Context: an optimization exercise on an open-source flow, tuned for small area and a short achievable clock period. The choices shown serve that exercise and are no tape-out recipe. Function was checked by simulation only, so behaviour that the tests miss may differ from the original.

## vector_dot_dma
module vector_dot_dma(
				clk,
				reset,
				address,
				writedata,
				write,
				read,
				readdata,
                b_data);
==> flow/config.mk <==
export PLATFORM = sky130hd
export DESIGN_NAME = vector_dot_dma
export DESIGN_NICKNAME = vector_dot_dma
export VERILOG_FILES = /design/flow/design.v
export SDC_FILE = /design/flow/constraint.sdc
export NUM_CORES = 4
export LEC_CHECK = 0
export ABC_AREA = 1
export CAP_MARGIN = 30
export CORE_MARGIN = 2
export CORE_UTILIZATION = 50
export PLACE_DENSITY = 0.65
export SLEW_MARGIN = 30
export TNS_END_PERCENT = 0
==> flow/constraint.sdc <==
create_clock -name core_clock -period 11.0 [get_ports {clk}]
set_input_delay 2.2000 -clock core_clock [delete_from_list [all_inputs] [get_ports {clk}]]
set_output_delay 2.2000 -clock core_clock [all_outputs]
set_load 0.01 [all_outputs]
standard.sh (not shown) runs the stock make flow with config.mk's settings and CLKGATE_MAP_FILE= SYNTH_SCRIPT=/design/flow/synth_recipe.tcl, a recipe that flattens the netlist after the stock synthesis.
==> flow/flow/run.sh <==
#!/bin/bash
# Own layout flow:
#  1. the standard synthesis, unchanged (standard.sh synth);
#  2. its combinational logic re-mapped by ABC (ORFS's area script) as whole
#     register-to-register paths: the standard netlist's full/half adder
#     cells are turned back into logic first, so that ABC sees each path
#     whole (flow/remap.ys.in, flow/remap.abc); the registers keep their
#     instances, names and cell types;
set -euo pipefail
W=$(pwd)
R=$W/orfs/results/$FLOW_PLATFORM/vector_dot_dma/base
LIB=$FLOW_HOME/platforms/$FLOW_PLATFORM/lib/sky130_fd_sc_hd__tt_025C_1v80.lib
YOSYS=$FLOW_HOME/../tools/install/yosys/bin/yosys
[[ -x $YOSYS ]] || YOSYS=$(command -v yosys)

bash standard.sh synth > $W/log_1_standard_synth.log 2>&1

cp $R/1_2_yosys.v $W/standard_synth.v
sed -e "s|@LIB@|$LIB|g" -e "s|@IN@|$W/standard_synth.v|" -e "s|@TOP@|$FLOW_TOP|g" \
    -e "s|@ABC@|$W/flow/remap.abc|" -e "s|@CONSTR@|$W/flow/abc.constr|" \
    -e "s|@OUT@|$W/remapped.v|" $W/flow/remap.ys.in > $W/remap.ys
$YOSYS -s $W/remap.ys > $W/log_2_remap_yosys.log 2>&1
cp $W/remapped.v $R/1_2_yosys.v
rm -f $R/1_synth.odb $R/1_synth.sdc

bash standard.sh finish SETUP_SLACK_MARGIN=6 > $W/log_3_standard_layout.log 2>&1
Other scripts of this flow, unchanged in this note and not shown: flow/flow/abc.constr, flow/flow/remap.abc, flow/flow/remap.ys.in
The starting point passed the timing, design-rule and antenna checks.
Then changed:
--- a/flow/flow/run.sh
+++ b/flow/flow/run.sh
@@ -25,2 +25,3 @@
 
-bash standard.sh finish SETUP_SLACK_MARGIN=6 > $W/log_3_standard_layout.log 2>&1
+bash standard.sh cts SETUP_SLACK_MARGIN=5.5 > $W/log_3_standard_layout_to_cts.log 2>&1
+bash standard.sh finish SETUP_SLACK_MARGIN=5 > $W/log_4_standard_layout_finish.log 2>&1
--- a/flow/config.mk
+++ b/flow/config.mk
@@ -10,4 +10,4 @@
 export CORE_MARGIN = 2
-export CORE_UTILIZATION = 50
-export PLACE_DENSITY = 0.65
+export CORE_UTILIZATION = 40
+export PLACE_DENSITY = 0.55
 export SLEW_MARGIN = 30
Outcome:
- clock skew increases by 0.0044 ns
- routed wire length increases by a few percent
- count of clock-buffer cells in the layout increases by 2
- first-iteration DRC count decreases by about a fifth
- maximum frequency decreases slightly
- die area increases by a quarter to a third
Then changed:
--- a/flow/config.mk
+++ b/flow/config.mk
@@ -10,4 +10,4 @@
 export CORE_MARGIN = 2
-export CORE_UTILIZATION = 40
-export PLACE_DENSITY = 0.55
+export CORE_UTILIZATION = 45
+export PLACE_DENSITY = 0.6
 export SLEW_MARGIN = 30
Effect: Sequential share of layout area went up by 0.11 points. Sequential cell count stays the same. Setup slack gains 0.041 ns. Register-to-register slack improves by 0.04 ns.
Then changed:
--- a/flow/flow/run.sh
+++ b/flow/flow/run.sh
@@ -8,2 +8,4 @@
 #     instances, names and cell types;
+#  3. the standard layout steps on that netlist (standard.sh finish).
+# Each tool's output goes to a log file of its own in this folder.
 set -euo pipefail
@@ -25,3 +27,2 @@
 
-bash standard.sh cts SETUP_SLACK_MARGIN=5.5 > $W/log_3_standard_layout_to_cts.log 2>&1
-bash standard.sh finish SETUP_SLACK_MARGIN=5 > $W/log_4_standard_layout_finish.log 2>&1
+bash standard.sh finish > $W/log_3_standard_layout.log 2>&1
--- a/flow/config.mk
+++ b/flow/config.mk
@@ -10,4 +10,5 @@
 export CORE_MARGIN = 2
-export CORE_UTILIZATION = 45
-export PLACE_DENSITY = 0.6
+export CORE_UTILIZATION = 50
+export PLACE_DENSITY = 0.65
+export SETUP_SLACK_MARGIN = 5
 export SLEW_MARGIN = 30
Synthesized area does not change. Core utilization rises by 5.1 points. Worst setup slack degrades by 0.098 ns. Clock-buffer cell count rises by 1.


Setup of main:
vector_dot_dma, a different RTL version from the one above (not shown whole).
For scale: roughly 4200 cells after synthesis, ~300 flip-flops, ~71 I/O pins, about 34000 µm² of cells after synthesis.
clock: 11.0 ns
lec_check: 0
abc_area: 1
cap_margin: 20
core_margin: 2
core_utilization: 60
place_density: 0.75
setup_slack_margin: 4
slew_margin: 20
run.sh (not shown) runs the stock make flow with config.mk's settings and CLKGATE_MAP_FILE= SYNTH_SCRIPT=/design/flow/synth_recipe.tcl, a recipe that flattens the netlist after the stock synthesis.
Stock flow here: none of the scripts above is used.
Nothing crashed in main and all stages finished; the problem is that the final layout failed, the offending checks being max-capacitance violations, max-slew violations.
#### Input delta (the feature branch over main)
-- flow/config.mk --
<<< main, line 11
export CORE_UTILIZATION = 60
export PLACE_DENSITY = 0.75
export SETUP_SLACK_MARGIN = 4
export SLEW_MARGIN = 20
>>> the feature branch, line 11
export CORE_UTILIZATION = 60
export PLACE_DENSITY = 0.75
export SETUP_SLACK_MARGIN = 5
export SLEW_MARGIN = 20
Among main and the feature branch, a clean, completed layout was produced by the feature branch alone.
Share of final-layout standard cells stronger than drive strength 1 in the feature branch is 2.5 points higher than in main
main → the feature branch: total buffers and inverters traversed by the critical path has increased.

[afterwards: timing with drivers on the ports]
How much do the figures lean on ideal ports? The routed layouts below were timed once more, with nothing changed but the port constraints.
Step 1, drivers: a clkbuf_16 drives clk and a buf_2 each remaining input, both assumed.
Step 2 times the ports against the registers' clock, not the clock port: input delays grow and output delays shrink by t, the midpoint of the rising clock arrivals with the driver on.
Slacks: ideal / step 1 / step 2; pairs: ideal / step 1.
run | t (ns) | slack for setup (ns) | hold slack, ns | worst setup path at the end
the first run of note 1 | 0.601 | 5.331 / 5.331 / 5.253 | 0.452 / 0.452 / 0.452 | input to register
the second run of note 1 | 0.615 | 5.262 / 5.262 / 5.262 | 0.454 / 0.454 / 0.454 | register to register
the third run of note 1 | 0.617 | 5.303 / 5.303 / 5.256 | 0.452 / 0.452 / 0.452 | input to register
the fourth run of note 1 | 0.605 | 5.205 / 5.205 / 5.205 | 0.452 / 0.452 / 0.452 | register to register
main | 0.665 | 3.596 / 3.596 / 3.596 | 0.454 / 0.454 / 0.454 | register to register
the feature branch | 0.664 | 3.382 / 3.382 / 3.382 | 0.457 / 0.457 / 0.457 | register to register
The setup slack of the first run of note 1, which loses most, moves by 0.000 ns with the drivers and by -0.078 ns with both steps.
